Background: an optimization exercise with open tools, aiming at small area and a short achievable clock period. Do not read the settings as production practice.
No functional check of the RTL was part of any run shown here.

==> flow/design.v (outline; a module is shown in full before it is edited, if it fits) <==
// module cordic: 7737 lines
module cordic(clk, angle, sine, cosine);
  // ...
==> flow/run.sh <==
#!/bin/bash
# synth_recipe.tcl (not shown) runs the flow's synth.tcl, then flattens the netlist and writes it again
# the make line also repeats each setting of config.mk as NAME=value (left out here)
make -C /OpenROAD-flow-scripts/flow DESIGN_CONFIG=/design/flow/config.mk WORK_HOME=/design/flow/orfs CLKGATE_MAP_FILE= SYNTH_SCRIPT=/design/flow/synth_recipe.tcl finish
==> flow/config.mk <==
export PLATFORM = sky130hd
export DESIGN_NAME = cordic
export DESIGN_NICKNAME = cordic
export VERILOG_FILES = /design/flow/design.v
export SDC_FILE = /design/flow/constraint.sdc
export NUM_CORES = 4
export LEC_CHECK = 0
export CAP_MARGIN = 20
export CORE_MARGIN = 2
export CORE_UTILIZATION = 40
export SLEW_MARGIN = 20
==> flow/constraint.sdc <==
create_clock -name core_clock -period 3.5 [get_ports {clk}]
set_input_delay 0.7000 -clock core_clock [delete_from_list [all_inputs] [get_ports {clk}]]
set_output_delay 0.7000 -clock core_clock [all_outputs]
set_load 0.01 [all_outputs]
==> impl_metrics.json, run 1 <==
{
  "status": "no timing/DRC/antenna violations",
  "io_buffers": 64,
  "worst_slack_ns": 0.6467,
  "largestRegisters": "a0: 32 flops, z2: 30 flops, z3: 29 flops",
  "rsz0062_at_grt": "no",
  "gp_congestion": 0.7943,
  "initial_core_util": 0.4037,
  "arrival_ns": 3.35,
  "final_cell_mix": "568 x dfxtp_1, 415 x xnor2_1, 262 x inv_1, 243 x ha_1, 183 x nand2_1",
  "drive_gt1_frac": 0.05320,
  "largest_reg_flops": 32,
  "synth_top_family_by_area": "XOR/XNOR gates",
  "sh_seq_area": 0.3284,
  "critPathMaxFanout": 3,
  "reg2reg_slack_ns": 0.65,
  "dp_cells": 4311,
  "syn-cell-area_um2": 30660,
  "synth.area.mux_share": 0.01555,
  "start_kind": "flip-flop",
  "synthSimpleGateAreaFrac": 0.1254,
  "dpl_worst_slack_ns": 0.6188,
  "ys_seq_area_frac": 0.3715,
  "yosys.area_share.adder": 0.1357,
  "seq_area_um2": 11390,
  "fin_area_um2": 34690,
  "avgSynthCellArea_um2": 9.331,
  "hold_start": "d1_1$_DFF_P_",
  "layout_commonest_cell": "dfxtp_1",
  "multi_input_cells": 2362,
  "vias_per_cell": 4.766,
  "final_cells": 4432
}
==> inputs of run 2 (changes only) <==
--- a/flow/design.v
+++ b/flow/design.v
@@ -5969,16 +5969,17 @@
   wire xa4_s8 = xa4_p8 ^ xa4_G3_8;
   wire xa4_s9 = xa4_p9 ^ xa4_G3_9;
   wire xa4_s10 = xa4_p10 ^ xa4_G3_10;
   wire xa4_s11 = xa4_p11 ^ xa4_G3_11;
   wire xa4_s12 = xa4_p12 ^ xa4_G3_12;
   wire xa4_s13 = xa4_p13 ^ xa4_G3_13;
   wire xa4_s14 = xa4_p14 ^ xa4_G3_14;
   wire xa4_s15 = xa4_p15 ^ xa4_G3_15;
+  wire m4 = d4_1 ^ z5[26];
   wire ya4_p0 = y4[0] ^ ~x4[4];
   wire ya4_g0 = y4[0] & ~x4[4];
   wire ya4_p1 = y4[1] ^ ~x4[5];
   wire ya4_g1 = y4[1] & ~x4[5];
   wire ya4_p2 = y4[2] ^ ~x4[6];
   wire ya4_g2 = y4[2] & ~x4[6];
   wire ya4_p3 = y4[3] ^ ~x4[7];
   wire ya4_g3 = y4[3] & ~x4[7];
@@ -6067,37 +6068,52 @@
   wire ya4_G3_13 = ya4_G2_13 | (ya4_P2_13 & ya4_G2_7);
   wire ya4_P3_13 = ya4_P2_13 & ya4_P2_7;
   wire ya4_G3_14 = ya4_G2_14 | (ya4_P2_14 & ya4_G2_7);
   wire ya4_P3_14 = ya4_P2_14 & ya4_P2_7;
   wire ya4_G3_15 = ya4_G2_15 | (ya4_P2_15 & ya4_G2_7);
   wire ya4_P3_15 = ya4_P2_15 & ya4_P2_7;
   wire ya4_G4_16 = ya4_g15 | (ya4_p15 & ya4_G3_15);
   wire ya4_P4_16 = ya4_p15 & ya4_P3_15;
-  wire ya4_s0 = ya4_p0 ^ 1'b1;
-  wire ya4_s1 = ya4_p1 ^ ya4_G0_1;
-  wire ya4_s2 = ya4_p2 ^ ya4_G1_2;
-  wire ya4_s3 = ya4_p3 ^ ya4_G1_3;
-  wire ya4_s4 = ya4_p4 ^ ya4_G2_4;
-  wire ya4_s5 = ya4_p5 ^ ya4_G2_5;
-  wire ya4_s6 = ya4_p6 ^ ya4_G2_6;
-  wire ya4_s7 = ya4_p7 ^ ya4_G2_7;
-  wire ya4_s8 = ya4_p8 ^ ya4_G3_8;
-  wire ya4_s9 = ya4_p9 ^ ya4_G3_9;
-  wire ya4_s10 = ya4_p10 ^ ya4_G3_10;
-  wire ya4_s11 = ya4_p11 ^ ya4_G3_11;
-  wire ya4_s12 = ya4_p12 ^ ya4_G3_12;
-  wire ya4_s13 = ya4_p13 ^ ya4_G3_13;
-  wire ya4_s14 = ya4_p14 ^ ya4_G3_14;
-  wire ya4_s15 = ya4_p15 ^ ya4_G3_15;
-  wire m4 = d4_1 ^ z5[26];
+  wire ya4_q0 = ya4_p0 ^ m4;
+  wire ya4_s0 = ya4_q0 ^ 1'b1;
+  wire ya4_q1 = ya4_p1 ^ m4;
+  wire ya4_s1 = ya4_q1 ^ ya4_G0_1;
+  wire ya4_q2 = ya4_p2 ^ m4;
+  wire ya4_s2 = ya4_q2 ^ ya4_G1_2;
+  wire ya4_q3 = ya4_p3 ^ m4;
+  wire ya4_s3 = ya4_q3 ^ ya4_G1_3;
+  wire ya4_q4 = ya4_p4 ^ m4;
+  wire ya4_s4 = ya4_q4 ^ ya4_G2_4;
+  wire ya4_q5 = ya4_p5 ^ m4;
+  wire ya4_s5 = ya4_q5 ^ ya4_G2_5;
+  wire ya4_q6 = ya4_p6 ^ m4;
+  wire ya4_s6 = ya4_q6 ^ ya4_G2_6;
+  wire ya4_q7 = ya4_p7 ^ m4;
+  wire ya4_s7 = ya4_q7 ^ ya4_G2_7;
+  wire ya4_q8 = ya4_p8 ^ m4;
+  wire ya4_s8 = ya4_q8 ^ ya4_G3_8;
+  wire ya4_q9 = ya4_p9 ^ m4;
+  wire ya4_s9 = ya4_q9 ^ ya4_G3_9;
+  wire ya4_q10 = ya4_p10 ^ m4;
+  wire ya4_s10 = ya4_q10 ^ ya4_G3_10;
+  wire ya4_q11 = ya4_p11 ^ m4;
+  wire ya4_s11 = ya4_q11 ^ ya4_G3_11;
+  wire ya4_q12 = ya4_p12 ^ m4;
+  wire ya4_s12 = ya4_q12 ^ ya4_G3_12;
+  wire ya4_q13 = ya4_p13 ^ m4;
+  wire ya4_s13 = ya4_q13 ^ ya4_G3_13;
+  wire ya4_q14 = ya4_p14 ^ m4;
+  wire ya4_s14 = ya4_q14 ^ ya4_G3_14;
+  wire ya4_q15 = ya4_p15 ^ m4;
+  wire ya4_s15 = ya4_q15 ^ ya4_G3_15;
   reg [15:0] x5, y5;
   always @(posedge clk) begin
     x5 <= {xa4_s15,xa4_s14,xa4_s13,xa4_s12,xa4_s11,xa4_s10,xa4_s9,xa4_s8,xa4_s7,xa4_s6,xa4_s5,xa4_s4,xa4_s3,xa4_s2,xa4_s1,xa4_s0};
-    y5 <= {ya4_s15,ya4_s14,ya4_s13,ya4_s12,ya4_s11,ya4_s10,ya4_s9,ya4_s8,ya4_s7,ya4_s6,ya4_s5,ya4_s4,ya4_s3,ya4_s2,ya4_s1,ya4_s0} ^ {16{m4}};
+    y5 <= {ya4_s15,ya4_s14,ya4_s13,ya4_s12,ya4_s11,ya4_s10,ya4_s9,ya4_s8,ya4_s7,ya4_s6,ya4_s5,ya4_s4,ya4_s3,ya4_s2,ya4_s1,ya4_s0};
   end
   wire xa5_p0 = x5[0] ^ y5[5];
   wire xa5_g0 = x5[0] & y5[5];
   wire xa5_p1 = x5[1] ^ y5[6];
   wire xa5_g1 = x5[1] & y5[6];
   wire xa5_p2 = x5[2] ^ y5[7];
   wire xa5_g2 = x5[2] & y5[7];
   wire xa5_p3 = x5[3] ^ y5[8];
@@ -6203,16 +6219,17 @@
   wire xa5_s8 = xa5_p8 ^ xa5_G3_8;
   wire xa5_s9 = xa5_p9 ^ xa5_G3_9;
   wire xa5_s10 = xa5_p10 ^ xa5_G3_10;
   wire xa5_s11 = xa5_p11 ^ xa5_G3_11;
   wire xa5_s12 = xa5_p12 ^ xa5_G3_12;
   wire xa5_s13 = xa5_p13 ^ xa5_G3_13;
   wire xa5_s14 = xa5_p14 ^ xa5_G3_14;
   wire xa5_s15 = xa5_p15 ^ xa5_G3_15;
+  wire m5 = d5_1 ^ z6[25];
   wire ya5_p0 = y5[0] ^ ~x5[5];
   wire ya5_g0 = y5[0] & ~x5[5];
   wire ya5_p1 = y5[1] ^ ~x5[6];
   wire ya5_g1 = y5[1] & ~x5[6];
   wire ya5_p2 = y5[2] ^ ~x5[7];
   wire ya5_g2 = y5[2] & ~x5[7];
   wire ya5_p3 = y5[3] ^ ~x5[8];
   wire ya5_g3 = y5[3] & ~x5[8];
@@ -6301,37 +6318,52 @@
   wire ya5_G3_13 = ya5_G2_13 | (ya5_P2_13 & ya5_G2_7);
   wire ya5_P3_13 = ya5_P2_13 & ya5_P2_7;
   wire ya5_G3_14 = ya5_G2_14 | (ya5_P2_14 & ya5_G2_7);
   wire ya5_P3_14 = ya5_P2_14 & ya5_P2_7;
   wire ya5_G3_15 = ya5_G2_15 | (ya5_P2_15 & ya5_G2_7);
   wire ya5_P3_15 = ya5_P2_15 & ya5_P2_7;
   wire ya5_G4_16 = ya5_g15 | (ya5_p15 & ya5_G3_15);
   wire ya5_P4_16 = ya5_p15 & ya5_P3_15;
-  wire ya5_s0 = ya5_p0 ^ 1'b1;
-  wire ya5_s1 = ya5_p1 ^ ya5_G0_1;
-  wire ya5_s2 = ya5_p2 ^ ya5_G1_2;
-  wire ya5_s3 = ya5_p3 ^ ya5_G1_3;
-  wire ya5_s4 = ya5_p4 ^ ya5_G2_4;
-  wire ya5_s5 = ya5_p5 ^ ya5_G2_5;
-  wire ya5_s6 = ya5_p6 ^ ya5_G2_6;
-  wire ya5_s7 = ya5_p7 ^ ya5_G2_7;
-  wire ya5_s8 = ya5_p8 ^ ya5_G3_8;
-  wire ya5_s9 = ya5_p9 ^ ya5_G3_9;
-  wire ya5_s10 = ya5_p10 ^ ya5_G3_10;
-  wire ya5_s11 = ya5_p11 ^ ya5_G3_11;
-  wire ya5_s12 = ya5_p12 ^ ya5_G3_12;
-  wire ya5_s13 = ya5_p13 ^ ya5_G3_13;
-  wire ya5_s14 = ya5_p14 ^ ya5_G3_14;
-  wire ya5_s15 = ya5_p15 ^ ya5_G3_15;
-  wire m5 = d5_1 ^ z6[25];
+  wire ya5_q0 = ya5_p0 ^ m5;
+  wire ya5_s0 = ya5_q0 ^ 1'b1;
+  wire ya5_q1 = ya5_p1 ^ m5;
+  wire ya5_s1 = ya5_q1 ^ ya5_G0_1;
+  wire ya5_q2 = ya5_p2 ^ m5;
+  wire ya5_s2 = ya5_q2 ^ ya5_G1_2;
+  wire ya5_q3 = ya5_p3 ^ m5;
+  wire ya5_s3 = ya5_q3 ^ ya5_G1_3;
+  wire ya5_q4 = ya5_p4 ^ m5;
+  wire ya5_s4 = ya5_q4 ^ ya5_G2_4;
+  wire ya5_q5 = ya5_p5 ^ m5;
+  wire ya5_s5 = ya5_q5 ^ ya5_G2_5;
+  wire ya5_q6 = ya5_p6 ^ m5;
+  wire ya5_s6 = ya5_q6 ^ ya5_G2_6;
+  wire ya5_q7 = ya5_p7 ^ m5;
+  wire ya5_s7 = ya5_q7 ^ ya5_G2_7;
+  wire ya5_q8 = ya5_p8 ^ m5;
+  wire ya5_s8 = ya5_q8 ^ ya5_G3_8;
+  wire ya5_q9 = ya5_p9 ^ m5;
+  wire ya5_s9 = ya5_q9 ^ ya5_G3_9;
+  wire ya5_q10 = ya5_p10 ^ m5;
+  wire ya5_s10 = ya5_q10 ^ ya5_G3_10;
+  wire ya5_q11 = ya5_p11 ^ m5;
+  wire ya5_s11 = ya5_q11 ^ ya5_G3_11;
+  wire ya5_q12 = ya5_p12 ^ m5;
+  wire ya5_s12 = ya5_q12 ^ ya5_G3_12;
+  wire ya5_q13 = ya5_p13 ^ m5;
+  wire ya5_s13 = ya5_q13 ^ ya5_G3_13;
+  wire ya5_q14 = ya5_p14 ^ m5;
+  wire ya5_s14 = ya5_q14 ^ ya5_G3_14;
+  wire ya5_q15 = ya5_p15 ^ m5;
+  wire ya5_s15 = ya5_q15 ^ ya5_G3_15;
   reg [15:0] x6, y6;
   always @(posedge clk) begin
     x6 <= {xa5_s15,xa5_s14,xa5_s13,xa5_s12,xa5_s11,xa5_s10,xa5_s9,xa5_s8,xa5_s7,xa5_s6,xa5_s5,xa5_s4,xa5_s3,xa5_s2,xa5_s1,xa5_s0};
-    y6 <= {ya5_s15,ya5_s14,ya5_s13,ya5_s12,ya5_s11,ya5_s10,ya5_s9,ya5_s8,ya5_s7,ya5_s6,ya5_s5,ya5_s4,ya5_s3,ya5_s2,ya5_s1,ya5_s0} ^ {16{m5}};
+    y6 <= {ya5_s15,ya5_s14,ya5_s13,ya5_s12,ya5_s11,ya5_s10,ya5_s9,ya5_s8,ya5_s7,ya5_s6,ya5_s5,ya5_s4,ya5_s3,ya5_s2,ya5_s1,ya5_s0};
   end
   wire xa6_p0 = x6[0] ^ y6[6];
   wire xa6_g0 = x6[0] & y6[6];
   wire xa6_p1 = x6[1] ^ y6[7];
   wire xa6_g1 = x6[1] & y6[7];
   wire xa6_p2 = x6[2] ^ y6[8];
   wire xa6_g2 = x6[2] & y6[8];
   wire xa6_p3 = x6[3] ^ y6[9];
@@ -6437,16 +6469,17 @@
   wire xa6_s8 = xa6_p8 ^ xa6_G3_8;
   wire xa6_s9 = xa6_p9 ^ xa6_G3_9;
   wire xa6_s10 = xa6_p10 ^ xa6_G3_10;
   wire xa6_s11 = xa6_p11 ^ xa6_G3_11;
   wire xa6_s12 = xa6_p12 ^ xa6_G3_12;
   wire xa6_s13 = xa6_p13 ^ xa6_G3_13;
   wire xa6_s14 = xa6_p14 ^ xa6_G3_14;
   wire xa6_s15 = xa6_p15 ^ xa6_G3_15;
+  wire m6 = d6_1 ^ z7[24];
   wire ya6_p0 = y6[0] ^ ~x6[6];
   wire ya6_g0 = y6[0] & ~x6[6];
   wire ya6_p1 = y6[1] ^ ~x6[7];
   wire ya6_g1 = y6[1] & ~x6[7];
   wire ya6_p2 = y6[2] ^ ~x6[8];
   wire ya6_g2 = y6[2] & ~x6[8];
   wire ya6_p3 = y6[3] ^ ~x6[9];
   wire ya6_g3 = y6[3] & ~x6[9];
@@ -6535,37 +6568,52 @@
   wire ya6_G3_13 = ya6_G2_13 | (ya6_P2_13 & ya6_G2_7);
   wire ya6_P3_13 = ya6_P2_13 & ya6_P2_7;
   wire ya6_G3_14 = ya6_G2_14 | (ya6_P2_14 & ya6_G2_7);
   wire ya6_P3_14 = ya6_P2_14 & ya6_P2_7;
   wire ya6_G3_15 = ya6_G2_15 | (ya6_P2_15 & ya6_G2_7);
   wire ya6_P3_15 = ya6_P2_15 & ya6_P2_7;
   wire ya6_G4_16 = ya6_g15 | (ya6_p15 & ya6_G3_15);
   wire ya6_P4_16 = ya6_p15 & ya6_P3_15;
-  wire ya6_s0 = ya6_p0 ^ 1'b1;
-  wire ya6_s1 = ya6_p1 ^ ya6_G0_1;
-  wire ya6_s2 = ya6_p2 ^ ya6_G1_2;
-  wire ya6_s3 = ya6_p3 ^ ya6_G1_3;
-  wire ya6_s4 = ya6_p4 ^ ya6_G2_4;
-  wire ya6_s5 = ya6_p5 ^ ya6_G2_5;
-  wire ya6_s6 = ya6_p6 ^ ya6_G2_6;
-  wire ya6_s7 = ya6_p7 ^ ya6_G2_7;
-  wire ya6_s8 = ya6_p8 ^ ya6_G3_8;
-  wire ya6_s9 = ya6_p9 ^ ya6_G3_9;
-  wire ya6_s10 = ya6_p10 ^ ya6_G3_10;
-  wire ya6_s11 = ya6_p11 ^ ya6_G3_11;
-  wire ya6_s12 = ya6_p12 ^ ya6_G3_12;
-  wire ya6_s13 = ya6_p13 ^ ya6_G3_13;
-  wire ya6_s14 = ya6_p14 ^ ya6_G3_14;
-  wire ya6_s15 = ya6_p15 ^ ya6_G3_15;
-  wire m6 = d6_1 ^ z7[24];
+  wire ya6_q0 = ya6_p0 ^ m6;
+  wire ya6_s0 = ya6_q0 ^ 1'b1;
+  wire ya6_q1 = ya6_p1 ^ m6;
+  wire ya6_s1 = ya6_q1 ^ ya6_G0_1;
+  wire ya6_q2 = ya6_p2 ^ m6;
+  wire ya6_s2 = ya6_q2 ^ ya6_G1_2;
+  wire ya6_q3 = ya6_p3 ^ m6;
+  wire ya6_s3 = ya6_q3 ^ ya6_G1_3;
+  wire ya6_q4 = ya6_p4 ^ m6;
+  wire ya6_s4 = ya6_q4 ^ ya6_G2_4;
+  wire ya6_q5 = ya6_p5 ^ m6;
+  wire ya6_s5 = ya6_q5 ^ ya6_G2_5;
+  wire ya6_q6 = ya6_p6 ^ m6;
+  wire ya6_s6 = ya6_q6 ^ ya6_G2_6;
+  wire ya6_q7 = ya6_p7 ^ m6;
+  wire ya6_s7 = ya6_q7 ^ ya6_G2_7;
+  wire ya6_q8 = ya6_p8 ^ m6;
+  wire ya6_s8 = ya6_q8 ^ ya6_G3_8;
+  wire ya6_q9 = ya6_p9 ^ m6;
+  wire ya6_s9 = ya6_q9 ^ ya6_G3_9;
+  wire ya6_q10 = ya6_p10 ^ m6;
+  wire ya6_s10 = ya6_q10 ^ ya6_G3_10;
+  wire ya6_q11 = ya6_p11 ^ m6;
+  wire ya6_s11 = ya6_q11 ^ ya6_G3_11;
+  wire ya6_q12 = ya6_p12 ^ m6;
+  wire ya6_s12 = ya6_q12 ^ ya6_G3_12;
+  wire ya6_q13 = ya6_p13 ^ m6;
+  wire ya6_s13 = ya6_q13 ^ ya6_G3_13;
+  wire ya6_q14 = ya6_p14 ^ m6;
+  wire ya6_s14 = ya6_q14 ^ ya6_G3_14;
+  wire ya6_q15 = ya6_p15 ^ m6;
+  wire ya6_s15 = ya6_q15 ^ ya6_G3_15;
   reg [15:0] x7, y7;
   always @(posedge clk) begin
     x7 <= {xa6_s15,xa6_s14,xa6_s13,xa6_s12,xa6_s11,xa6_s10,xa6_s9,xa6_s8,xa6_s7,xa6_s6,xa6_s5,xa6_s4,xa6_s3,xa6_s2,xa6_s1,xa6_s0};
-    y7 <= {ya6_s15,ya6_s14,ya6_s13,ya6_s12,ya6_s11,ya6_s10,ya6_s9,ya6_s8,ya6_s7,ya6_s6,ya6_s5,ya6_s4,ya6_s3,ya6_s2,ya6_s1,ya6_s0} ^ {16{m6}};
+    y7 <= {ya6_s15,ya6_s14,ya6_s13,ya6_s12,ya6_s11,ya6_s10,ya6_s9,ya6_s8,ya6_s7,ya6_s6,ya6_s5,ya6_s4,ya6_s3,ya6_s2,ya6_s1,ya6_s0};
   end
   wire xa7_p0 = x7[0] ^ y7[7];
   wire xa7_g0 = x7[0] & y7[7];
   wire xa7_p1 = x7[1] ^ y7[8];
   wire xa7_g1 = x7[1] & y7[8];
   wire xa7_p2 = x7[2] ^ y7[9];
   wire xa7_g2 = x7[2] & y7[9];
   wire xa7_p3 = x7[3] ^ y7[10];
@@ -6671,16 +6719,17 @@
   wire xa7_s8 = xa7_p8 ^ xa7_G3_8;
   wire xa7_s9 = xa7_p9 ^ xa7_G3_9;
   wire xa7_s10 = xa7_p10 ^ xa7_G3_10;
   wire xa7_s11 = xa7_p11 ^ xa7_G3_11;
   wire xa7_s12 = xa7_p12 ^ xa7_G3_12;
   wire xa7_s13 = xa7_p13 ^ xa7_G3_13;
   wire xa7_s14 = xa7_p14 ^ xa7_G3_14;
   wire xa7_s15 = xa7_p15 ^ xa7_G3_15;
+  wire m7 = d7_1 ^ z8[23];
   wire ya7_p0 = y7[0] ^ ~x7[7];
   wire ya7_g0 = y7[0] & ~x7[7];
   wire ya7_p1 = y7[1] ^ ~x7[8];
   wire ya7_g1 = y7[1] & ~x7[8];
   wire ya7_p2 = y7[2] ^ ~x7[9];
   wire ya7_g2 = y7[2] & ~x7[9];
   wire ya7_p3 = y7[3] ^ ~x7[10];
   wire ya7_g3 = y7[3] & ~x7[10];
@@ -6769,37 +6818,52 @@
   wire ya7_G3_13 = ya7_G2_13 | (ya7_P2_13 & ya7_G2_7);
   wire ya7_P3_13 = ya7_P2_13 & ya7_P2_7;
   wire ya7_G3_14 = ya7_G2_14 | (ya7_P2_14 & ya7_G2_7);
   wire ya7_P3_14 = ya7_P2_14 & ya7_P2_7;
   wire ya7_G3_15 = ya7_G2_15 | (ya7_P2_15 & ya7_G2_7);
   wire ya7_P3_15 = ya7_P2_15 & ya7_P2_7;
   wire ya7_G4_16 = ya7_g15 | (ya7_p15 & ya7_G3_15);
   wire ya7_P4_16 = ya7_p15 & ya7_P3_15;
-  wire ya7_s0 = ya7_p0 ^ 1'b1;
-  wire ya7_s1 = ya7_p1 ^ ya7_G0_1;
-  wire ya7_s2 = ya7_p2 ^ ya7_G1_2;
-  wire ya7_s3 = ya7_p3 ^ ya7_G1_3;
-  wire ya7_s4 = ya7_p4 ^ ya7_G2_4;
-  wire ya7_s5 = ya7_p5 ^ ya7_G2_5;
-  wire ya7_s6 = ya7_p6 ^ ya7_G2_6;
-  wire ya7_s7 = ya7_p7 ^ ya7_G2_7;
-  wire ya7_s8 = ya7_p8 ^ ya7_G3_8;
-  wire ya7_s9 = ya7_p9 ^ ya7_G3_9;
-  wire ya7_s10 = ya7_p10 ^ ya7_G3_10;
-  wire ya7_s11 = ya7_p11 ^ ya7_G3_11;
-  wire ya7_s12 = ya7_p12 ^ ya7_G3_12;
-  wire ya7_s13 = ya7_p13 ^ ya7_G3_13;
-  wire ya7_s14 = ya7_p14 ^ ya7_G3_14;
-  wire ya7_s15 = ya7_p15 ^ ya7_G3_15;
-  wire m7 = d7_1 ^ z8[23];
+  wire ya7_q0 = ya7_p0 ^ m7;
+  wire ya7_s0 = ya7_q0 ^ 1'b1;
+  wire ya7_q1 = ya7_p1 ^ m7;
+  wire ya7_s1 = ya7_q1 ^ ya7_G0_1;
+  wire ya7_q2 = ya7_p2 ^ m7;
+  wire ya7_s2 = ya7_q2 ^ ya7_G1_2;
+  wire ya7_q3 = ya7_p3 ^ m7;
+  wire ya7_s3 = ya7_q3 ^ ya7_G1_3;
+  wire ya7_q4 = ya7_p4 ^ m7;
+  wire ya7_s4 = ya7_q4 ^ ya7_G2_4;
+  wire ya7_q5 = ya7_p5 ^ m7;
+  wire ya7_s5 = ya7_q5 ^ ya7_G2_5;
+  wire ya7_q6 = ya7_p6 ^ m7;
+  wire ya7_s6 = ya7_q6 ^ ya7_G2_6;
+  wire ya7_q7 = ya7_p7 ^ m7;
+  wire ya7_s7 = ya7_q7 ^ ya7_G2_7;
+  wire ya7_q8 = ya7_p8 ^ m7;
+  wire ya7_s8 = ya7_q8 ^ ya7_G3_8;
+  wire ya7_q9 = ya7_p9 ^ m7;
+  wire ya7_s9 = ya7_q9 ^ ya7_G3_9;
+  wire ya7_q10 = ya7_p10 ^ m7;
+  wire ya7_s10 = ya7_q10 ^ ya7_G3_10;
+  wire ya7_q11 = ya7_p11 ^ m7;
+  wire ya7_s11 = ya7_q11 ^ ya7_G3_11;
+  wire ya7_q12 = ya7_p12 ^ m7;
+  wire ya7_s12 = ya7_q12 ^ ya7_G3_12;
+  wire ya7_q13 = ya7_p13 ^ m7;
+  wire ya7_s13 = ya7_q13 ^ ya7_G3_13;
+  wire ya7_q14 = ya7_p14 ^ m7;
+  wire ya7_s14 = ya7_q14 ^ ya7_G3_14;
+  wire ya7_q15 = ya7_p15 ^ m7;
+  wire ya7_s15 = ya7_q15 ^ ya7_G3_15;
   reg [15:0] x8, y8;
   always @(posedge clk) begin
     x8 <= {xa7_s15,xa7_s14,xa7_s13,xa7_s12,xa7_s11,xa7_s10,xa7_s9,xa7_s8,xa7_s7,xa7_s6,xa7_s5,xa7_s4,xa7_s3,xa7_s2,xa7_s1,xa7_s0};
-    y8 <= {ya7_s15,ya7_s14,ya7_s13,ya7_s12,ya7_s11,ya7_s10,ya7_s9,ya7_s8,ya7_s7,ya7_s6,ya7_s5,ya7_s4,ya7_s3,ya7_s2,ya7_s1,ya7_s0} ^ {16{m7}};
+    y8 <= {ya7_s15,ya7_s14,ya7_s13,ya7_s12,ya7_s11,ya7_s10,ya7_s9,ya7_s8,ya7_s7,ya7_s6,ya7_s5,ya7_s4,ya7_s3,ya7_s2,ya7_s1,ya7_s0};
   end
   wire xa8_p0 = x8[0] ^ y8[8];
   wire xa8_g0 = x8[0] & y8[8];
   wire xa8_p1 = x8[1] ^ y8[9];
   wire xa8_g1 = x8[1] & y8[9];
   wire xa8_p2 = x8[2] ^ y8[10];
   wire xa8_g2 = x8[2] & y8[10];
   wire xa8_p3 = x8[3] ^ y8[11];
@@ -6905,16 +6969,17 @@
   wire xa8_s8 = xa8_p8 ^ xa8_G3_8;
   wire xa8_s9 = xa8_p9 ^ xa8_G3_9;
   wire xa8_s10 = xa8_p10 ^ xa8_G3_10;
   wire xa8_s11 = xa8_p11 ^ xa8_G3_11;
   wire xa8_s12 = xa8_p12 ^ xa8_G3_12;
   wire xa8_s13 = xa8_p13 ^ xa8_G3_13;
   wire xa8_s14 = xa8_p14 ^ xa8_G3_14;
   wire xa8_s15 = xa8_p15 ^ xa8_G3_15;
+  wire m8 = d8_1 ^ z9[22];
   wire ya8_p0 = y8[0] ^ ~x8[8];
   wire ya8_g0 = y8[0] & ~x8[8];
   wire ya8_p1 = y8[1] ^ ~x8[9];
   wire ya8_g1 = y8[1] & ~x8[9];
   wire ya8_p2 = y8[2] ^ ~x8[10];
   wire ya8_g2 = y8[2] & ~x8[10];
   wire ya8_p3 = y8[3] ^ ~x8[11];
   wire ya8_g3 = y8[3] & ~x8[11];
@@ -7003,37 +7068,52 @@
   wire ya8_G3_13 = ya8_G2_13 | (ya8_P2_13 & ya8_G2_7);
   wire ya8_P3_13 = ya8_P2_13 & ya8_P2_7;
   wire ya8_G3_14 = ya8_G2_14 | (ya8_P2_14 & ya8_G2_7);
   wire ya8_P3_14 = ya8_P2_14 & ya8_P2_7;
   wire ya8_G3_15 = ya8_G2_15 | (ya8_P2_15 & ya8_G2_7);
   wire ya8_P3_15 = ya8_P2_15 & ya8_P2_7;
   wire ya8_G4_16 = ya8_g15 | (ya8_p15 & ya8_G3_15);
   wire ya8_P4_16 = ya8_p15 & ya8_P3_15;
-  wire ya8_s0 = ya8_p0 ^ 1'b1;
-  wire ya8_s1 = ya8_p1 ^ ya8_G0_1;
-  wire ya8_s2 = ya8_p2 ^ ya8_G1_2;
-  wire ya8_s3 = ya8_p3 ^ ya8_G1_3;
-  wire ya8_s4 = ya8_p4 ^ ya8_G2_4;
-  wire ya8_s5 = ya8_p5 ^ ya8_G2_5;
-  wire ya8_s6 = ya8_p6 ^ ya8_G2_6;
-  wire ya8_s7 = ya8_p7 ^ ya8_G2_7;
-  wire ya8_s8 = ya8_p8 ^ ya8_G3_8;
-  wire ya8_s9 = ya8_p9 ^ ya8_G3_9;
-  wire ya8_s10 = ya8_p10 ^ ya8_G3_10;
-  wire ya8_s11 = ya8_p11 ^ ya8_G3_11;
-  wire ya8_s12 = ya8_p12 ^ ya8_G3_12;
-  wire ya8_s13 = ya8_p13 ^ ya8_G3_13;
-  wire ya8_s14 = ya8_p14 ^ ya8_G3_14;
-  wire ya8_s15 = ya8_p15 ^ ya8_G3_15;
-  wire m8 = d8_1 ^ z9[22];
+  wire ya8_q0 = ya8_p0 ^ m8;
+  wire ya8_s0 = ya8_q0 ^ 1'b1;
+  wire ya8_q1 = ya8_p1 ^ m8;
+  wire ya8_s1 = ya8_q1 ^ ya8_G0_1;
+  wire ya8_q2 = ya8_p2 ^ m8;
+  wire ya8_s2 = ya8_q2 ^ ya8_G1_2;
+  wire ya8_q3 = ya8_p3 ^ m8;
+  wire ya8_s3 = ya8_q3 ^ ya8_G1_3;
+  wire ya8_q4 = ya8_p4 ^ m8;
+  wire ya8_s4 = ya8_q4 ^ ya8_G2_4;
+  wire ya8_q5 = ya8_p5 ^ m8;
+  wire ya8_s5 = ya8_q5 ^ ya8_G2_5;
+  wire ya8_q6 = ya8_p6 ^ m8;
+  wire ya8_s6 = ya8_q6 ^ ya8_G2_6;
+  wire ya8_q7 = ya8_p7 ^ m8;
+  wire ya8_s7 = ya8_q7 ^ ya8_G2_7;
+  wire ya8_q8 = ya8_p8 ^ m8;
+  wire ya8_s8 = ya8_q8 ^ ya8_G3_8;
+  wire ya8_q9 = ya8_p9 ^ m8;
+  wire ya8_s9 = ya8_q9 ^ ya8_G3_9;
+  wire ya8_q10 = ya8_p10 ^ m8;
+  wire ya8_s10 = ya8_q10 ^ ya8_G3_10;
+  wire ya8_q11 = ya8_p11 ^ m8;
+  wire ya8_s11 = ya8_q11 ^ ya8_G3_11;
+  wire ya8_q12 = ya8_p12 ^ m8;
+  wire ya8_s12 = ya8_q12 ^ ya8_G3_12;
+  wire ya8_q13 = ya8_p13 ^ m8;
+  wire ya8_s13 = ya8_q13 ^ ya8_G3_13;
+  wire ya8_q14 = ya8_p14 ^ m8;
+  wire ya8_s14 = ya8_q14 ^ ya8_G3_14;
+  wire ya8_q15 = ya8_p15 ^ m8;
+  wire ya8_s15 = ya8_q15 ^ ya8_G3_15;
   reg [15:0] x9, y9;
   always @(posedge clk) begin
     x9 <= {xa8_s15,xa8_s14,xa8_s13,xa8_s12,xa8_s11,xa8_s10,xa8_s9,xa8_s8,xa8_s7,xa8_s6,xa8_s5,xa8_s4,xa8_s3,xa8_s2,xa8_s1,xa8_s0};
-    y9 <= {ya8_s15,ya8_s14,ya8_s13,ya8_s12,ya8_s11,ya8_s10,ya8_s9,ya8_s8,ya8_s7,ya8_s6,ya8_s5,ya8_s4,ya8_s3,ya8_s2,ya8_s1,ya8_s0} ^ {16{m8}};
+    y9 <= {ya8_s15,ya8_s14,ya8_s13,ya8_s12,ya8_s11,ya8_s10,ya8_s9,ya8_s8,ya8_s7,ya8_s6,ya8_s5,ya8_s4,ya8_s3,ya8_s2,ya8_s1,ya8_s0};
   end
   wire xa9_p0 = x9[0] ^ y9[9];
   wire xa9_g0 = x9[0] & y9[9];
   wire xa9_p1 = x9[1] ^ y9[10];
   wire xa9_g1 = x9[1] & y9[10];
   wire xa9_p2 = x9[2] ^ y9[11];
   wire xa9_g2 = x9[2] & y9[11];
   wire xa9_p3 = x9[3] ^ y9[12];
@@ -7139,16 +7219,17 @@
   wire xa9_s8 = xa9_p8 ^ xa9_G3_8;
   wire xa9_s9 = xa9_p9 ^ xa9_G3_9;
   wire xa9_s10 = xa9_p10 ^ xa9_G3_10;
   wire xa9_s11 = xa9_p11 ^ xa9_G3_11;
   wire xa9_s12 = xa9_p12 ^ xa9_G3_12;
   wire xa9_s13 = xa9_p13 ^ xa9_G3_13;
   wire xa9_s14 = xa9_p14 ^ xa9_G3_14;
   wire xa9_s15 = xa9_p15 ^ xa9_G3_15;
+  wire m9 = d9_1 ^ z10[21];
   wire ya9_p0 = y9[0] ^ ~x9[9];
   wire ya9_g0 = y9[0] & ~x9[9];
   wire ya9_p1 = y9[1] ^ ~x9[10];
   wire ya9_g1 = y9[1] & ~x9[10];
   wire ya9_p2 = y9[2] ^ ~x9[11];
   wire ya9_g2 = y9[2] & ~x9[11];
   wire ya9_p3 = y9[3] ^ ~x9[12];
   wire ya9_g3 = y9[3] & ~x9[12];
@@ -7237,37 +7318,52 @@
   wire ya9_G3_13 = ya9_G2_13 | (ya9_P2_13 & ya9_G2_7);
   wire ya9_P3_13 = ya9_P2_13 & ya9_P2_7;
   wire ya9_G3_14 = ya9_G2_14 | (ya9_P2_14 & ya9_G2_7);
   wire ya9_P3_14 = ya9_P2_14 & ya9_P2_7;
   wire ya9_G3_15 = ya9_G2_15 | (ya9_P2_15 & ya9_G2_7);
   wire ya9_P3_15 = ya9_P2_15 & ya9_P2_7;
   wire ya9_G4_16 = ya9_g15 | (ya9_p15 & ya9_G3_15);
   wire ya9_P4_16 = ya9_p15 & ya9_P3_15;
-  wire ya9_s0 = ya9_p0 ^ 1'b1;
-  wire ya9_s1 = ya9_p1 ^ ya9_G0_1;
-  wire ya9_s2 = ya9_p2 ^ ya9_G1_2;
-  wire ya9_s3 = ya9_p3 ^ ya9_G1_3;
-  wire ya9_s4 = ya9_p4 ^ ya9_G2_4;
-  wire ya9_s5 = ya9_p5 ^ ya9_G2_5;
-  wire ya9_s6 = ya9_p6 ^ ya9_G2_6;
-  wire ya9_s7 = ya9_p7 ^ ya9_G2_7;
-  wire ya9_s8 = ya9_p8 ^ ya9_G3_8;
-  wire ya9_s9 = ya9_p9 ^ ya9_G3_9;
-  wire ya9_s10 = ya9_p10 ^ ya9_G3_10;
-  wire ya9_s11 = ya9_p11 ^ ya9_G3_11;
-  wire ya9_s12 = ya9_p12 ^ ya9_G3_12;
-  wire ya9_s13 = ya9_p13 ^ ya9_G3_13;
-  wire ya9_s14 = ya9_p14 ^ ya9_G3_14;
-  wire ya9_s15 = ya9_p15 ^ ya9_G3_15;
-  wire m9 = d9_1 ^ z10[21];
+  wire ya9_q0 = ya9_p0 ^ m9;
+  wire ya9_s0 = ya9_q0 ^ 1'b1;
+  wire ya9_q1 = ya9_p1 ^ m9;
+  wire ya9_s1 = ya9_q1 ^ ya9_G0_1;
+  wire ya9_q2 = ya9_p2 ^ m9;
+  wire ya9_s2 = ya9_q2 ^ ya9_G1_2;
+  wire ya9_q3 = ya9_p3 ^ m9;
+  wire ya9_s3 = ya9_q3 ^ ya9_G1_3;
+  wire ya9_q4 = ya9_p4 ^ m9;
+  wire ya9_s4 = ya9_q4 ^ ya9_G2_4;
+  wire ya9_q5 = ya9_p5 ^ m9;
+  wire ya9_s5 = ya9_q5 ^ ya9_G2_5;
+  wire ya9_q6 = ya9_p6 ^ m9;
+  wire ya9_s6 = ya9_q6 ^ ya9_G2_6;
+  wire ya9_q7 = ya9_p7 ^ m9;
+  wire ya9_s7 = ya9_q7 ^ ya9_G2_7;
+  wire ya9_q8 = ya9_p8 ^ m9;
+  wire ya9_s8 = ya9_q8 ^ ya9_G3_8;
+  wire ya9_q9 = ya9_p9 ^ m9;
+  wire ya9_s9 = ya9_q9 ^ ya9_G3_9;
+  wire ya9_q10 = ya9_p10 ^ m9;
+  wire ya9_s10 = ya9_q10 ^ ya9_G3_10;
+  wire ya9_q11 = ya9_p11 ^ m9;
+  wire ya9_s11 = ya9_q11 ^ ya9_G3_11;
+  wire ya9_q12 = ya9_p12 ^ m9;
+  wire ya9_s12 = ya9_q12 ^ ya9_G3_12;
+  wire ya9_q13 = ya9_p13 ^ m9;
+  wire ya9_s13 = ya9_q13 ^ ya9_G3_13;
+  wire ya9_q14 = ya9_p14 ^ m9;
+  wire ya9_s14 = ya9_q14 ^ ya9_G3_14;
+  wire ya9_q15 = ya9_p15 ^ m9;
+  wire ya9_s15 = ya9_q15 ^ ya9_G3_15;
   reg [15:0] x10, y10;
   always @(posedge clk) begin
     x10 <= {xa9_s15,xa9_s14,xa9_s13,xa9_s12,xa9_s11,xa9_s10,xa9_s9,xa9_s8,xa9_s7,xa9_s6,xa9_s5,xa9_s4,xa9_s3,xa9_s2,xa9_s1,xa9_s0};
-    y10 <= {ya9_s15,ya9_s14,ya9_s13,ya9_s12,ya9_s11,ya9_s10,ya9_s9,ya9_s8,ya9_s7,ya9_s6,ya9_s5,ya9_s4,ya9_s3,ya9_s2,ya9_s1,ya9_s0} ^ {16{m9}};
+    y10 <= {ya9_s15,ya9_s14,ya9_s13,ya9_s12,ya9_s11,ya9_s10,ya9_s9,ya9_s8,ya9_s7,ya9_s6,ya9_s5,ya9_s4,ya9_s3,ya9_s2,ya9_s1,ya9_s0};
   end
   wire xa10_p0 = x10[0] ^ y10[10];
   wire xa10_g0 = x10[0] & y10[10];
   wire xa10_p1 = x10[1] ^ y10[11];
   wire xa10_g1 = x10[1] & y10[11];
   wire xa10_p2 = x10[2] ^ y10[12];
   wire xa10_g2 = x10[2] & y10[12];
   wire xa10_p3 = x10[3] ^ y10[13];
@@ -7373,16 +7469,17 @@
   wire xa10_s8 = xa10_p8 ^ xa10_G3_8;
   wire xa10_s9 = xa10_p9 ^ xa10_G3_9;
   wire xa10_s10 = xa10_p10 ^ xa10_G3_10;
   wire xa10_s11 = xa10_p11 ^ xa10_G3_11;
   wire xa10_s12 = xa10_p12 ^ xa10_G3_12;
   wire xa10_s13 = xa10_p13 ^ xa10_G3_13;
   wire xa10_s14 = xa10_p14 ^ xa10_G3_14;
   wire xa10_s15 = xa10_p15 ^ xa10_G3_15;
+  wire m10 = d10_1 ^ d11_10;
   wire ya10_p0 = y10[0] ^ ~x10[10];
   wire ya10_g0 = y10[0] & ~x10[10];
   wire ya10_p1 = y10[1] ^ ~x10[11];
   wire ya10_g1 = y10[1] & ~x10[11];
   wire ya10_p2 = y10[2] ^ ~x10[12];
   wire ya10_g2 = y10[2] & ~x10[12];
   wire ya10_p3 = y10[3] ^ ~x10[13];
   wire ya10_g3 = y10[3] & ~x10[13];
@@ -7471,37 +7568,52 @@
   wire ya10_G3_13 = ya10_G2_13 | (ya10_P2_13 & ya10_G2_7);
   wire ya10_P3_13 = ya10_P2_13 & ya10_P2_7;
   wire ya10_G3_14 = ya10_G2_14 | (ya10_P2_14 & ya10_G2_7);
   wire ya10_P3_14 = ya10_P2_14 & ya10_P2_7;
   wire ya10_G3_15 = ya10_G2_15 | (ya10_P2_15 & ya10_G2_7);
   wire ya10_P3_15 = ya10_P2_15 & ya10_P2_7;
   wire ya10_G4_16 = ya10_g15 | (ya10_p15 & ya10_G3_15);
   wire ya10_P4_16 = ya10_p15 & ya10_P3_15;
-  wire ya10_s0 = ya10_p0 ^ 1'b1;
-  wire ya10_s1 = ya10_p1 ^ ya10_G0_1;
-  wire ya10_s2 = ya10_p2 ^ ya10_G1_2;
-  wire ya10_s3 = ya10_p3 ^ ya10_G1_3;
-  wire ya10_s4 = ya10_p4 ^ ya10_G2_4;
-  wire ya10_s5 = ya10_p5 ^ ya10_G2_5;
-  wire ya10_s6 = ya10_p6 ^ ya10_G2_6;
-  wire ya10_s7 = ya10_p7 ^ ya10_G2_7;
-  wire ya10_s8 = ya10_p8 ^ ya10_G3_8;
-  wire ya10_s9 = ya10_p9 ^ ya10_G3_9;
-  wire ya10_s10 = ya10_p10 ^ ya10_G3_10;
-  wire ya10_s11 = ya10_p11 ^ ya10_G3_11;
-  wire ya10_s12 = ya10_p12 ^ ya10_G3_12;
-  wire ya10_s13 = ya10_p13 ^ ya10_G3_13;
-  wire ya10_s14 = ya10_p14 ^ ya10_G3_14;
-  wire ya10_s15 = ya10_p15 ^ ya10_G3_15;
-  wire m10 = d10_1 ^ d11_10;
+  wire ya10_q0 = ya10_p0 ^ m10;
+  wire ya10_s0 = ya10_q0 ^ 1'b1;
+  wire ya10_q1 = ya10_p1 ^ m10;
+  wire ya10_s1 = ya10_q1 ^ ya10_G0_1;
+  wire ya10_q2 = ya10_p2 ^ m10;
+  wire ya10_s2 = ya10_q2 ^ ya10_G1_2;
+  wire ya10_q3 = ya10_p3 ^ m10;
+  wire ya10_s3 = ya10_q3 ^ ya10_G1_3;
+  wire ya10_q4 = ya10_p4 ^ m10;
+  wire ya10_s4 = ya10_q4 ^ ya10_G2_4;
+  wire ya10_q5 = ya10_p5 ^ m10;
+  wire ya10_s5 = ya10_q5 ^ ya10_G2_5;
+  wire ya10_q6 = ya10_p6 ^ m10;
+  wire ya10_s6 = ya10_q6 ^ ya10_G2_6;
+  wire ya10_q7 = ya10_p7 ^ m10;
+  wire ya10_s7 = ya10_q7 ^ ya10_G2_7;
+  wire ya10_q8 = ya10_p8 ^ m10;
+  wire ya10_s8 = ya10_q8 ^ ya10_G3_8;
+  wire ya10_q9 = ya10_p9 ^ m10;
+  wire ya10_s9 = ya10_q9 ^ ya10_G3_9;
+  wire ya10_q10 = ya10_p10 ^ m10;
+  wire ya10_s10 = ya10_q10 ^ ya10_G3_10;
+  wire ya10_q11 = ya10_p11 ^ m10;
+  wire ya10_s11 = ya10_q11 ^ ya10_G3_11;
+  wire ya10_q12 = ya10_p12 ^ m10;
+  wire ya10_s12 = ya10_q12 ^ ya10_G3_12;
+  wire ya10_q13 = ya10_p13 ^ m10;
+  wire ya10_s13 = ya10_q13 ^ ya10_G3_13;
+  wire ya10_q14 = ya10_p14 ^ m10;
+  wire ya10_s14 = ya10_q14 ^ ya10_G3_14;
+  wire ya10_q15 = ya10_p15 ^ m10;
+  wire ya10_s15 = ya10_q15 ^ ya10_G3_15;
   reg [15:0] x11, y11;
   always @(posedge clk) begin
     x11 <= {xa10_s15,xa10_s14,xa10_s13,xa10_s12,xa10_s11,xa10_s10,xa10_s9,xa10_s8,xa10_s7,xa10_s6,xa10_s5,xa10_s4,xa10_s3,xa10_s2,xa10_s1,xa10_s0};
-    y11 <= {ya10_s15,ya10_s14,ya10_s13,ya10_s12,ya10_s11,ya10_s10,ya10_s9,ya10_s8,ya10_s7,ya10_s6,ya10_s5,ya10_s4,ya10_s3,ya10_s2,ya10_s1,ya10_s0} ^ {16{m10}};
+    y11 <= {ya10_s15,ya10_s14,ya10_s13,ya10_s12,ya10_s11,ya10_s10,ya10_s9,ya10_s8,ya10_s7,ya10_s6,ya10_s5,ya10_s4,ya10_s3,ya10_s2,ya10_s1,ya10_s0};
   end
   wire xa11_p0 = x11[0] ^ y11[11];
   wire xa11_g0 = x11[0] & y11[11];
   wire xa11_p1 = x11[1] ^ y11[12];
   wire xa11_g1 = x11[1] & y11[12];
   wire xa11_p2 = x11[2] ^ y11[13];
   wire xa11_g2 = x11[2] & y11[13];
   wire xa11_p3 = x11[3] ^ y11[14];
@@ -7607,16 +7719,17 @@
   wire xa11_s8 = xa11_p8 ^ xa11_G3_8;
   wire xa11_s9 = xa11_p9 ^ xa11_G3_9;
   wire xa11_s10 = xa11_p10 ^ xa11_G3_10;
   wire xa11_s11 = xa11_p11 ^ xa11_G3_11;
   wire xa11_s12 = xa11_p12 ^ xa11_G3_12;
   wire xa11_s13 = xa11_p13 ^ xa11_G3_13;
   wire xa11_s14 = xa11_p14 ^ xa11_G3_14;
   wire xa11_s15 = xa11_p15 ^ xa11_G3_15;
+  wire m11 = ~d11_1;
   wire ya11_p0 = y11[0] ^ ~x11[11];
   wire ya11_g0 = y11[0] & ~x11[11];
   wire ya11_p1 = y11[1] ^ ~x11[12];
   wire ya11_g1 = y11[1] & ~x11[12];
   wire ya11_p2 = y11[2] ^ ~x11[13];
   wire ya11_g2 = y11[2] & ~x11[13];
   wire ya11_p3 = y11[3] ^ ~x11[14];
   wire ya11_g3 = y11[3] & ~x11[14];
@@ -7705,33 +7818,48 @@
   wire ya11_G3_13 = ya11_G2_13 | (ya11_P2_13 & ya11_G2_7);
   wire ya11_P3_13 = ya11_P2_13 & ya11_P2_7;
   wire ya11_G3_14 = ya11_G2_14 | (ya11_P2_14 & ya11_G2_7);
   wire ya11_P3_14 = ya11_P2_14 & ya11_P2_7;
   wire ya11_G3_15 = ya11_G2_15 | (ya11_P2_15 & ya11_G2_7);
   wire ya11_P3_15 = ya11_P2_15 & ya11_P2_7;
   wire ya11_G4_16 = ya11_g15 | (ya11_p15 & ya11_G3_15);
   wire ya11_P4_16 = ya11_p15 & ya11_P3_15;
-  wire ya11_s0 = ya11_p0 ^ 1'b1;
-  wire ya11_s1 = ya11_p1 ^ ya11_G0_1;
-  wire ya11_s2 = ya11_p2 ^ ya11_G1_2;
-  wire ya11_s3 = ya11_p3 ^ ya11_G1_3;
-  wire ya11_s4 = ya11_p4 ^ ya11_G2_4;
-  wire ya11_s5 = ya11_p5 ^ ya11_G2_5;
-  wire ya11_s6 = ya11_p6 ^ ya11_G2_6;
-  wire ya11_s7 = ya11_p7 ^ ya11_G2_7;
-  wire ya11_s8 = ya11_p8 ^ ya11_G3_8;
-  wire ya11_s9 = ya11_p9 ^ ya11_G3_9;
-  wire ya11_s10 = ya11_p10 ^ ya11_G3_10;
-  wire ya11_s11 = ya11_p11 ^ ya11_G3_11;
-  wire ya11_s12 = ya11_p12 ^ ya11_G3_12;
-  wire ya11_s13 = ya11_p13 ^ ya11_G3_13;
-  wire ya11_s14 = ya11_p14 ^ ya11_G3_14;
-  wire ya11_s15 = ya11_p15 ^ ya11_G3_15;
-  wire m11 = ~d11_1;
+  wire ya11_q0 = ya11_p0 ^ m11;
+  wire ya11_s0 = ya11_q0 ^ 1'b1;
+  wire ya11_q1 = ya11_p1 ^ m11;
+  wire ya11_s1 = ya11_q1 ^ ya11_G0_1;
+  wire ya11_q2 = ya11_p2 ^ m11;
+  wire ya11_s2 = ya11_q2 ^ ya11_G1_2;
+  wire ya11_q3 = ya11_p3 ^ m11;
+  wire ya11_s3 = ya11_q3 ^ ya11_G1_3;
+  wire ya11_q4 = ya11_p4 ^ m11;
+  wire ya11_s4 = ya11_q4 ^ ya11_G2_4;
+  wire ya11_q5 = ya11_p5 ^ m11;
+  wire ya11_s5 = ya11_q5 ^ ya11_G2_5;
+  wire ya11_q6 = ya11_p6 ^ m11;
+  wire ya11_s6 = ya11_q6 ^ ya11_G2_6;
+  wire ya11_q7 = ya11_p7 ^ m11;
+  wire ya11_s7 = ya11_q7 ^ ya11_G2_7;
+  wire ya11_q8 = ya11_p8 ^ m11;
+  wire ya11_s8 = ya11_q8 ^ ya11_G3_8;
+  wire ya11_q9 = ya11_p9 ^ m11;
+  wire ya11_s9 = ya11_q9 ^ ya11_G3_9;
+  wire ya11_q10 = ya11_p10 ^ m11;
+  wire ya11_s10 = ya11_q10 ^ ya11_G3_10;
+  wire ya11_q11 = ya11_p11 ^ m11;
+  wire ya11_s11 = ya11_q11 ^ ya11_G3_11;
+  wire ya11_q12 = ya11_p12 ^ m11;
+  wire ya11_s12 = ya11_q12 ^ ya11_G3_12;
+  wire ya11_q13 = ya11_p13 ^ m11;
+  wire ya11_s13 = ya11_q13 ^ ya11_G3_13;
+  wire ya11_q14 = ya11_p14 ^ m11;
+  wire ya11_s14 = ya11_q14 ^ ya11_G3_14;
+  wire ya11_q15 = ya11_p15 ^ m11;
+  wire ya11_s15 = ya11_q15 ^ ya11_G3_15;
   reg [15:0] x12, y12;
   always @(posedge clk) begin
     x12 <= {xa11_s15,xa11_s14,xa11_s13,xa11_s12,xa11_s11,xa11_s10,xa11_s9,xa11_s8,xa11_s7,xa11_s6,xa11_s5,xa11_s4,xa11_s3,xa11_s2,xa11_s1,xa11_s0};
-    y12 <= {ya11_s15,ya11_s14,ya11_s13,ya11_s12,ya11_s11,ya11_s10,ya11_s9,ya11_s8,ya11_s7,ya11_s6,ya11_s5,ya11_s4,ya11_s3,ya11_s2,ya11_s1,ya11_s0} ^ {16{m11}};
+    y12 <= {ya11_s15,ya11_s14,ya11_s13,ya11_s12,ya11_s11,ya11_s10,ya11_s9,ya11_s8,ya11_s7,ya11_s6,ya11_s5,ya11_s4,ya11_s3,ya11_s2,ya11_s1,ya11_s0};
   end
   assign sine = y12;
   assign cosine = x12;
 endmodule
==> impl_metrics.json, run 2 <==
{
  "crit_slowest_cell": "dfxtp_1",
  "largest_reg_flops": 32,
  "n_antenna_cell": 0,
  "synth_edf_count": 0,
  "cts_inserted_buffers": 61,
  "synth_compound_area_frac": 0.1452,
  "vias_per_cell": 4.768,
  "initial_core_util": 0.4036,
  "final_cell_mix": "569 x dfxtp_1, 421 x xnor2_1, 243 x ha_1, 219 x inv_1, 214 x a21oi_1",
  "hold_start": "d2_1$_DFF_P_",
  "async_reset_ff_frac": 0,
  "grt_use_total": 0.1306,
  "path_cells": "ha_1 > o21ai_0 > or3_1 > a21oi_1 > nor4_1 > a21oi_1 > a41oi_1 > o21bai_1 > xor2_1",
  "grt_max_degree": 36,
  "synth_common_cells": "569 x dfxtp_1, 421 x xnor2_1, 243 x ha_1",
  "cts_buffer_depth": 3,
  "skew_ns": 0.01903,
  "synth.distinct_cells": 88,
  "drc_errors": 0,
  "synthCells": 3250,
  "crit_path_end_kind": "flip-flop",
  "drt_first_pass_iters": 5,
  "criticalPathCategory": "reg -> reg",
  "reg2reg_slack_ns": 0.75,
  "dp_hpwl_um": 39390,
  "postCtsHoldBufs": 0,
  "clkTransAtPathRegs_ns": 0.06,
  "antenna_found_initial": 0,
  "synthSimpleGateAreaFrac": 0.1271,
  "postRouteAntennaNets": 0,
  "regMostFlops": "a0",
  "slew_violations": 0,
  "synthFlopType": "dfxtp_1",
  "yosys.area_share.adder": 0.1225,
  "synth_xor_area_frac": 0.1743,
  "post-synth-top-area-cell": "dfxtp_1",
  "synth-seq-cells": 569,
  "tightest_slew_ns": 0.9086,
  "cts.repair.resized": 0,
  "rsz0062_at_grt": "no",
  "status": "no timing/DRC/antenna violations",
  "cts_max_level": 2,
  "via_count": 20588,
  "synth_nets": 3558,
  "finalSetupTns_ns": 0,
  "hold_slack_ns": 0.3239,
  "syn-cell-area_um2": 30050,
  "fin_crit_ns": 2.753,
  "critPathMaxStageDelay_ns": 0.64,
  "critPathTopFamily": "compound AO/OA/AOI/OAI gates",
  "post-route-period-util": 0.7866,
  "worstSkewPairLatency_ns": 0.63,
  "area_growth_pct": 12.51,
  "synth.area.top_cells": "dfxtp_1 38%, xnor2_1 12%, ha_1 10%",
  "arrival_ns": 3.31,
  "nets": 3612,
  "synth_top_family_by_area": "XOR/XNOR gates",
  "start_kind": "flip-flop",
  "drive_gt1_frac": 0.04598,
  "path_buf_inv": 0,
  "yosys_warnings": 1,
  "synth_top_cell_area_share": 0.3791,
  "cap_violations": 0,
  "cp-startpoint": "y10[15]$_DFF_P_",
  "wl_per_cell_um": 11.80,
  "io_buffers": 64,
  "critPathMaxFanout": 12,
  "gp_congestion": 0.8144,
  "cp.required_ns": 4.06,
  "grt_overflow_total": 0,
  "timing.rr.start": "y10[15]$_DFF_P_",
  "die_width_um": 278.1,
  "relSlewSlack": 0.3937,
  "dieArea_um2": 77330,
  "root_buffer": "clkbuf_16",
  "clock-sinks": 569,
  "setup_viol": 0,
  "min_path_type": "reg -> reg",
  "core_area_um2": 74450,
  "die_h_um": 278.1,
  "avgSynthCellArea_um2": 9.246,
  "layout_commonest_cell": "dfxtp_1",
  "largestRegisters": "a0: 32 flops, z2: 30 flops, z3: 29 flops",
  "ys_seq_area_frac": 0.3791,
  "grt_pass1_vias": 19390,
  "grt_first_pass_wirelength_um": 87500,
  "drtIter0Drc": 645,
  "synth.most_common_cell": "dfxtp_1",
  "ios": 65,
  "synth.area.mux_share": 0.01108,
  "cts_tree": "built",
  "hold_viol": 0,
  "crit_top_cell": "a21oi_1",
  "post_cts_buffers": 0,
  "clock.fmax_mhz": 363.2,
  "drt_wl_total_um": 50950,
  "rows": 100
}
==> run 2: cell types whose count changed in the layout (fill, tap and decap cells not counted), moves of 12 or more <==
| cell | change |
|---|---|
| a21boi_0 | -12 |
| a21oi_1 | +38 |
| fa_1 | -24 |
| inv_1 | -43 |
| nand2_1 | -35 |
| nand2b_1 | +47 |
| nand3_1 | -27 |
| nor2_1 | +21 |
| nor2b_1 | -26 |
| o21ai_0 | -37 |
| o21ai_1 | +82 |
| or2_2 | -18 |
| or3_1 | -14 |
==> run 2: final timing paths <==
kind / end / cells after the start
worst max-delay path: x11[14]$_DFF_P_ / 9
worst min-delay path: d2_2$_DFF_P_ / 0
worst max register to register: x11[14]$_DFF_P_ / 9
worst min register to register: d2_2$_DFF_P_ / 0
==> run 2: layer usage <==
layer  wire (um)  up-vias  share of wire  track usage
met5           0        -              0            0
met4        1909        0          0.037      0.05392
met3        1432      108          0.028      0.01939
met2       24480      218           0.48       0.2362
met1       23130     8965           0.45       0.1537
li1            -    11297              -            -
==> run 2: cells by family after synthesis <==
kind of cell    after synthesis
simple gates                759
fa+ha+maj                   275
xor+xnor                    598
flops                       569
mux                          32
buf+inv                     322
compound gates              695
==> run 2: metrics by stage <==
stage	worst slack [ns]	area [um2]	utilization	cells
final	0.7468	33810	0.4541	4318
after global routing	0.3811	33810	0.4541	4318
after CTS	0.7063	33810	0.4541	4318
after detailed placement	0.7169	31760	0.4266	4210
after global placement	0.7514	31760	0.4266	4210
after floorplan	0.9763	30050	-	3250
==> run 2: worst register-to-register path: stages, from the launching register on <==
cell      delay, ns
dfxtp_1        0.64
ha_1           0.33
o21ai_0        0.09
or3_1          0.35
a21oi_1        0.20
nor4_1         0.07
a21oi_1        0.38
a41oi_1        0.27
o21bai_1       0.22
xor2_1         0.15
==> run 2: area by class of cell <==
| class | instances | area, um2 |
|---|---|---|
| multi-input cells | 2359 | 17490 |
| repair buffers | 89 | 828.3 |
| fillers | 7195 | 40640 |
| well taps | 969 | 1212 |
| clock buffers | 91 | 1800 |
| flip-flops and latches | 569 | 11390 |
| clock inverters | 17 | 246.5 |
| inverters | 224 | 840.8 |

[port drivers added, routing unchanged]
In the flow no input, the clock included, has a driving cell. The finished layouts below were timed again as built, in two steps. Step 1 assumes that a clkbuf_16 drives the clock port and a buf_2 every other input. Step 2, shift: input delay + t, output delay - t, t = (earliest + latest rising clock arrival at the registers) / 2. This alone moves slack from input paths to output paths. Slacks: ideal / step 1 / step 2; pairs: ideal / step 1.
| run | shift t [ns] | setup slack, ns | worst setup path after step 2 |
|---|---|---|---|
| run 1 | 0.665 | 0.647 / 0.647 / 0.647 | register to register |
| run 2 | 0.680 | 0.747 / 0.747 / 0.747 | register to register |
After both steps setup and hold are still met in every run listed.
